Background: an optimization exercise with open tools, aiming at small area, a short achievable clock period and few clock cycles per item. Do not read the settings as production practice.
Only the layout flow was run in this run; the RTL was not checked for function there.
Power is estimated from default activity; no workload was simulated.

File: flow/design.v
`timescale 1ns / 1ps
module Control(
    input [1:0] Opcode,
    output [7:0] CtrlSign
    );
	assign CtrlSign = (Opcode == 2'b00) ? 8'b11000001 :
					(Opcode == 2'b01) ? 8'b01101010 :
					(Opcode == 2'b10) ? 8'b00100100 :
					8'b00010000;
endmodule
`timescale 1ns / 1ps
module State_Control(
    input [1:0] State,
    output State_Reg_Write,
    output State_Memory,
    output State_PC
    );
	assign State_Memory = (State == 2'b00);
	assign State_Reg_Write = (State == 2'b01);
	assign State_PC = (State == 2'b10);
endmodule
`timescale 1ns / 1ps
module Freq_Div(
    input CLK_IN,
    input RST,
    output reg [1:0] State
    );
	always @(posedge CLK_IN or posedge RST) begin
		if(RST) begin
			State <= 2'b00;
		end else begin
			if(State == 2'b10) begin
				State <= 2'b00;
			end else begin
				State <= State + 2'b01;
			end
		end
	end
endmodule
`timescale 1ns / 1ps
module PC(
    input CLK,
    input RST,
    input Jump,
    input [7:0] Imm,
    output reg [7:0] PCout
    );
	always @(posedge CLK or posedge RST) begin
		if(RST) begin
			PCout <= 0;
		end else begin
			PCout <= PCout + 8'd1 + (Jump ? Imm : 8'd0);
		end
	end
endmodule
`timescale 1ns / 1ps
module MUX(
    input [7:0] NumA,
    input [7:0] NumB,
    input Select,
    output [7:0] Result
    );
	assign Result = (Select == 1'b0) ? NumA : NumB;
endmodule
`timescale 1ns / 1ps
module Reg_Data_Select_Converter(
    input [3:0] IN,
    output reg [1:0] OUT
    );
	always @(*) begin
		if(IN[0] == 1) begin
			OUT = 2'b00;
		end else if(IN[1] == 1) begin
			OUT = 2'b01;
		end else if(IN[2] == 1) begin
			OUT = 2'b10;
		end else if(IN[3] == 1) begin
			OUT = 2'b11;
		end else begin
			OUT = 2'b00;
		end
	end
endmodule
`timescale 1ns / 1ps
module Registers(
    input CLK,
    input RST,
    input [1:0] Read_Reg1,
    input [1:0] Read_Reg2,
    input [1:0] Write_Reg,
    input [7:0] Reg_Write_Data,
    input RegWrite,
    input [7:0] Result,
	input [3:0] SEL_REG,
	output [6:0] SEG_High,
	output [6:0] SEG_Low,
    output [7:0] Read_Data1,
    output [7:0] Read_Data2,
    output reg [7:0] Reg_Write_Data_Save
    );
	reg [7:0] register0;
	reg [7:0] register1;
	reg [7:0] register2;
	reg [7:0] register3;
	assign Read_Data1 = (Read_Reg1 == 2'b00) ? register0 :
						(Read_Reg1 == 2'b01) ? register1 :
						(Read_Reg1 == 2'b10) ? register2 :
						register3;
	assign Read_Data2 = (Read_Reg2 == 2'b00) ? register0 :
						(Read_Reg2 == 2'b01) ? register1 :
						(Read_Reg2 == 2'b10) ? register2 :
						register3;
	wire [6:0] s0h, s0l, s1h, s1l, s2h, s2l, s3h, s3l;
	v7_Segment V0H(.hex(register0[7:4]), .seg(s0h));
	v7_Segment V0L(.hex(register0[3:0]), .seg(s0l));
	v7_Segment V1H(.hex(register1[7:4]), .seg(s1h));
	v7_Segment V1L(.hex(register1[3:0]), .seg(s1l));
	v7_Segment V2H(.hex(register2[7:4]), .seg(s2h));
	v7_Segment V2L(.hex(register2[3:0]), .seg(s2l));
	v7_Segment V3H(.hex(register3[7:4]), .seg(s3h));
	v7_Segment V3L(.hex(register3[3:0]), .seg(s3l));
	wire p0 = SEL_REG[0] | (SEL_REG[3:1] == 3'b000);
	wire p1 = ~SEL_REG[0] & SEL_REG[1];
	wire p2 = ~SEL_REG[0] & ~SEL_REG[1] & SEL_REG[2];
	wire p3 = ~SEL_REG[0] & ~SEL_REG[1] & ~SEL_REG[2] & SEL_REG[3];
	assign SEG_High = ({7{p0}} & s0h) | ({7{p1}} & s1h) | ({7{p2}} & s2h) | ({7{p3}} & s3h);
	assign SEG_Low  = ({7{p0}} & s0l) | ({7{p1}} & s1l) | ({7{p2}} & s2l) | ({7{p3}} & s3l);
	wire [7:0] wd = Reg_Write_Data & {8{~RST}};
	wire we = RegWrite & ~RST;
	wire en0 = RST | (we & (Write_Reg == 2'b00));
	wire en1 = RST | (we & (Write_Reg == 2'b01));
	wire en2 = RST | (we & (Write_Reg == 2'b10));
	wire en3 = RST | (we & (Write_Reg == 2'b11));
	always @(posedge CLK) begin
		if(en0) register0 <= wd;
		if(en1) register1 <= wd;
		if(en2) register2 <= wd;
		if(en3) register3 <= wd;
	end
	always @(posedge CLK or posedge RST) begin
		if(RST) begin
			Reg_Write_Data_Save <= 0;
		end else begin
			Reg_Write_Data_Save <= Result;
		end
	end
endmodule
`timescale 1ns / 1ps
module ALU(
    input [7:0] NumA,
    input [7:0] NumB,
    input ALUOP,
    output [7:0] Result
    );
	assign Result = NumA + NumB;
endmodule
`timescale 1ns / 1ps
module v8_to_5_Compressor(
    input [7:0] Address8bits,
    output [4:0] Address5bits
    );
	assign Address5bits = Address8bits[4:0];
endmodule
`timescale 1ns / 1ps
module Data_Memory(
    input CLK,
    input RST,
    input [4:0] Address,
    input [7:0] Write_Data,
    input MemWrite,
    output [7:0] Read_Data
    );
	reg [255:0] mem;
	wire [7:0] wd_lo = Write_Data & {8{~RST}};
	wire [7:0] wd_hi = Write_Data | {8{RST}};
	wire [31:0] sel = 32'd1 << Address;
	genvar i;
	generate
		for(i = 0; i < 32; i = i + 1) begin : word
			wire [7:0] init = (i < 16) ? i : (16 - i);
			wire       en   = RST | (MemWrite & sel[i]);
			always @(posedge CLK) begin
				if(en) begin
					mem[8*i +: 8] <= (init & wd_hi) | (~init & wd_lo);
				end
			end
		end
	endgenerate
	reg [7:0] rd;
	integer j;
	always @(*) begin
		rd = 8'd0;
		for(j = 0; j < 32; j = j + 1)
			rd = rd | (mem[8*j +: 8] & {8{sel[j]}});
	end
	assign Read_Data = rd;
endmodule
`timescale 1ns / 1ps
module Sign_Extend(
    input [1:0] IN,
    output [7:0] OUT
    );
	assign OUT = (IN[1] == 1) ? 8'b11111100 + IN : 8'b00000000 + IN;
endmodule
`timescale 1ns / 1ps
module v7_Segment(
    input [3:0] hex,
    output reg [6:0] seg
    );
	always @(*) begin
		case(hex)
			4'b0000 : seg = 7'b0111111;
			4'b0001 : seg = 7'b0000110;
			4'b0010 : seg = 7'b1011011;
			4'b0011 : seg = 7'b1001111;
			4'b0100 : seg = 7'b1100110;
			4'b0101 : seg = 7'b1101101;
			4'b0110 : seg = 7'b1111101;
			4'b0111 : seg = 7'b0000111;
			4'b1000 : seg = 7'b1111111;
			4'b1001 : seg = 7'b1101111;
			4'b1010 : seg = 7'b1110111;
			4'b1011 : seg = 7'b1111100;
			4'b1100 : seg = 7'b0111001;
			4'b1101 : seg = 7'b1011110;
			4'b1110 : seg = 7'b1111001;
			4'b1111 : seg = 7'b1110001;
		endcase
	end
endmodule
`timescale 1ns / 1ps
module Microprocessor(
    input [7:0] Instruction,
    input CLK_IN,
    input RST,
	input [3:0] SEL_REG,
    output [7:0] Read_Address,	 
    output [6:0] SEG1,   
	output [6:0] SEG2,	 
	output [6:0] SEG3,   
	output [6:0] SEG4,	 
	output [6:0] SEG5,   
	output [6:0] SEG6	 
    );
	wire [1:0] op = Instruction[7:6];
	wire [1:0] rs = Instruction[5:4];
	wire [1:0] rt = Instruction[3:2];
	wire [1:0] rd = Instruction[1:0];
	wire [7:0] Imm;
	wire [7:0] Read_Data1, Read_Data2, Read_Data;
	wire [7:0] Reg_Write_Data_Save;
	Sign_Extend SE1(.IN(Instruction[1:0]), .OUT(Imm));
	wire is_load  = (op == 2'b01);
	wire is_store = (op == 2'b10);
	wire is_jump  = (op == 2'b11);
	wire [7:0] Sum  = Read_Data1 + Read_Data2;	 
	wire [7:0] Addr = Read_Data1 + Imm;		 
	wire [7:0] Result = is_load ? Read_Data : (is_store ? Addr : Sum);
	PC P1(.CLK(CLK_IN), .RST(RST), .Jump(is_jump), .Imm(Imm), .PCout(Read_Address));
	Registers R1(.CLK(CLK_IN), .RST(RST), .Read_Reg1(rs), .Read_Reg2(rt),
				.Write_Reg(is_load ? rt : rd), .Reg_Write_Data(is_load ? Read_Data : Sum),
				.RegWrite(op[1] == 1'b0), .Result(Result),
				.Read_Data1(Read_Data1), .Read_Data2(Read_Data2),
				.Reg_Write_Data_Save(Reg_Write_Data_Save),
				.SEL_REG(SEL_REG), .SEG_High(SEG5), .SEG_Low(SEG6));
	Data_Memory D1(.CLK(CLK_IN), .RST(RST), .Address(Addr[4:0]),
				.Write_Data(Read_Data2), .MemWrite(is_store), .Read_Data(Read_Data));
	v7_Segment V1(.hex(Reg_Write_Data_Save[7:4]), .seg(SEG1));
	v7_Segment V2(.hex(Reg_Write_Data_Save[3:0]), .seg(SEG2));
	v7_Segment V3(.hex(Read_Address[7:4]), .seg(SEG3));
	v7_Segment V4(.hex(Read_Address[3:0]), .seg(SEG4));
endmodule
File: flow/run.sh
#!/bin/bash
# synth_recipe.tcl (not shown) runs the flow's synth.tcl, then flattens the netlist and writes it again
# the make line also repeats each setting of config.mk as NAME=value (left out here)
make -C /OpenROAD-flow-scripts/flow DESIGN_CONFIG=/design/flow/config.mk WORK_HOME=/design/flow/orfs CLKGATE_MAP_FILE= SYNTH_SCRIPT=/design/flow/synth_recipe.tcl finish
File: flow/config.mk
export PLATFORM = sky130hd
export DESIGN_NAME = Microprocessor
export DESIGN_NICKNAME = Microprocessor
export VERILOG_FILES = /design/flow/design.v
export SDC_FILE = /design/flow/constraint.sdc
export NUM_CORES = 4
export LEC_CHECK = 0
export CAP_MARGIN = 20
export CORE_MARGIN = 2
export CORE_UTILIZATION = 40
export SETUP_SLACK_MARGIN = 2
export SLEW_MARGIN = 20
File: flow/constraint.sdc
create_clock -name core_clock -period 6.0 [get_ports {CLK_IN}]
set_input_delay 1.2000 -clock core_clock [delete_from_list [all_inputs] [get_ports {CLK_IN}]]
set_output_delay 1.2000 -clock core_clock [all_outputs]
set_load 0.01 [all_outputs]
==> results.txt <==
==> per-layer routing <==
metal / GRT usage, % / vias to the layer above / part of all wire (%)
met5: 0 / - / 0
met4: 10.59 / 0 / 4.6
met3: 8.007 / 188 / 11
met2: 42.89 / 925 / 43
met1: 39.18 / 8147 / 41
li1: - / 7120 / -
==> cells by family after synthesis <==
group / share of synthesized area [%]
buf+inv: 3.751
compound gates: 15.97
mux: 6.635
fa+ha+maj: 7.150
xor+xnor: 1.315
flops: 52.93
simple gates: 12.25
==> state kept, by name (all words and copies together), names as in the netlist, 8 cells and up <==
signal	flops
R1.register2	8
R1.register3	8
P1.PCout	8
R1.Reg_Write_Data_Save	8
R1.register0	8
R1.register1	8
D1.mem	256
==> how the worst min path moves through the flow <==
stage | to | slack [ns] | cells past startpoint
floorplan | R1.s2l[4]$_DFF_P_ | 0.61 | 2
global placement | R1.s1l[4]$_DFF_P_ | 0.71 | 2
detailed placement | R1.s2l[4]$_DFF_P_ | 0.72 | 2
CTS | R1.s3l[4]$_DFF_P_ | 0.71 | 2
global route | P1.PCout[1]$_DFF_PP0_ | 0.72 | 1
finish | P1.PCout[1]$_DFF_PP0_ | 0.67 | 1
==> power by group <==
part           internal (mW)  switching (mW)  total (mW)
sequential              3.46           0.412        3.87
clock                   1.47            1.09        2.56
combinational           4.42            5.14        9.56
total                   9.35            6.64        16.0
==> metrics by stage <==
stage / hold WS, ns / setup slack, ns
after floorplan: 0.6122 / 0.9108
after global placement: 0.7132 / -0.3972
after detailed placement: 0.7192 / -0.4186
after CTS: 0.7110 / 1.160
after global routing: 0.7225 / 0.9792
final: 0.6697 / 1.030
==> cell type report <==
cell class / count / area share, %
Timing Repair Buffer: 477 / 15.72
Multi-Input combinational cell: 1114 / 38.56
Clock inverter: 26 / 1.014
Tap cell: 615 / 2.798
Antenna cell: 1 / 0.009098
Sequential cell: 360 / 36.98
Inverter: 71 / 1.124
Clock buffer: 47 / 3.799
==> critical path, stage by stage <==
cell and delay, ns:
buf_4 0.11, mux4_2 0.55, ha_4 0.20, fa_2 0.48, buf_12 0.17, xnor2_4 0.23, buf_12 0.16, buf_4 0.16
nor3_1 0.10, a221o_1 0.43, a211oi_2 0.31, buf_4 0.18, a41oi_2 0.10, buf_6 0.19, nand2_2 0.09, nand2_4 0.10
ha_4 0.24, mux2_2 0.26, a32oi_2 0.18
==> repair_timing <==
item	in CTS	in global routing
cloned	4	3
resized for setup	312	204
setup buffers	76	31
endpoints found under the setup margin	366	239
pin swaps	119	88
endpoints found under the hold margin	0	0
==> synthesized netlist by cell type, types with 26 or more instances <==
cell type,n,share of area (%)
a31oi_1,26,0.85
mux2i_1,52,2.7
ha_1,105,6.8
a21oi_1,81,2.1
nand3_1,59,1.5
buf_2,27,0.70
edfxtp_1,288,45
nor3_1,27,0.70
clkbuf_1,49,0.96
nand2_1,164,3.2
a22oi_1,26,1.0
inv_1,66,1.3
nor2_1,95,1.9
o21ai_0,39,1.0
dfxtp_1,56,5.8
==> results.txt <==
Register-to-Register Path Depth=18; sequential fraction of the synthesis area=52.93%; critical path arrival=5.45 ns; Post-Syn Area per Cell=11.72 µm²; Startpoint Class=input port; Final Max Slew Viols=0; crit share post-route=82.84%; setup violators final=0; post-route DRC violation count=0; Hold Crit Class=reg2reg; Total Die Area=49800 µm²; post-layout min period=4.970 ns; Avg WL per Cell=26.77 µm; P_leak=10.53 nW; Syn Nets=1762; final wirelength=72.57 mm; post-synth cell types=105; CP Capture Type=register; # hold bufs at CTS=0; DR pass1 iterations=5; EDFF count, synth=288; Rows=80; outcome=finished clean; reg2reg end=R1.s1l[1]$_DFF_P_; Top FF cell, synth=edfxtp_1; setup TNS=0 ns; fmax=0.2012 GHz; sequential cell area=10170 µm²; IO Port Bufs=63; flop-to-flop setup slack=1.37 ns; Worst Setup EP=R1.s1l[1]$_DFF_P_; Max IR drop VDD=0.2230 mV; Max Cap Viol=0; clock latency on the worst-skew pair=0.59 ns; CP Class=in2reg; antenna violations before repair=2; hold_sp=P1.PCout[1]$_DFF_PP0_; Critical Path Fanout Max=6; routability cong.=1.002; share of synthesized flip-flops with an asynchronous set or reset=4.444%; Hold Vio Cnt, Final=0; die span in x=223.2 µm; PwrDens=581.6 nW/µm²; Die Ht=223.2 µm; # clock sinks=360; Multi-input gate area=10610 µm²; DP Wirelength=49.49 mm; vias in the first global route=15.89k; worst slew pin tran=1.084 ns; root buffer cell=clkbuf_16; maximum clock insertion buffer count=3; Final Power=16.00 mW; DR vias/cell=6.042; Max H-tree Level=2; commonest non-fill, non-tap cell in the layout=buf_4; layout cells sized above 1=42.72%; DRT iter0 DRCs=1805; Clock Skew=0.03278 ns; launch point of the worst path=Instruction[5]; Initial Util=40.41%; Total Routing Usage GR=28.49%; Non-Filler Instances=2711; Worst EP required=6.48 ns; Mapped Cells=1640; post-route cell area=27500 µm²; Yosys warning count=4; Final Util=57.85%; slew margin rel.=27.71%; core area=47550 µm²; #FFs+latches synth=360; IO Count=64; number of cells in the design after placement=2523; Mapped Area=19210 µm²; RSZ-0062 raised after global routing=yes; r2r startpoint=R1.register3[0]$_DFFE_PN_; largest net degree at the start of global routing=39; via count=16.38k; most frequent cells in the layout=buf_4, edfxtp_1, nand2_1; total gr overflow=0; Syn-to-layout area delta=43.14%; fillers=3792; Num CTS Buffers=40; Total Nets Final=2186; CTS tree=yes; first-pass GRT wire length=104.6 mm; remaining antenna violation count=0; CTS clk-pin slew, worst paths=0.06 ns; placed cell areas=23110 µm²

==> what the ideal ports hide <==
In the flow no input, the clock included, has a driving cell. The finished layout below was timed again as built, in two steps.
Step 1 assumes that a clkbuf_16 drives the clock port and a buf_2 every other input.
Step 2 adds t to the input delays and takes it off the output delays; t is the mean of the earliest and latest rising clock arrival at the registers after step 1. Input paths then give back, and output paths get back, about the clock's delay inside the block.
a / b / c = ideal / step 1 / step 2; a / b = the first two.
t, ns: 0.623
slack for setup (ns): 1.030 / 1.052 / 0.429
hold slack, ns: 0.670 / 0.670 / 0.670
latest minus earliest clock arrival (ns): 0.035 / 0.035
worst slew at a driven data input, ns: 0.04
After both steps this run still meets setup and hold. The setup slack of this run moves by +0.022 ns with the drivers and by -0.601 ns with both steps.
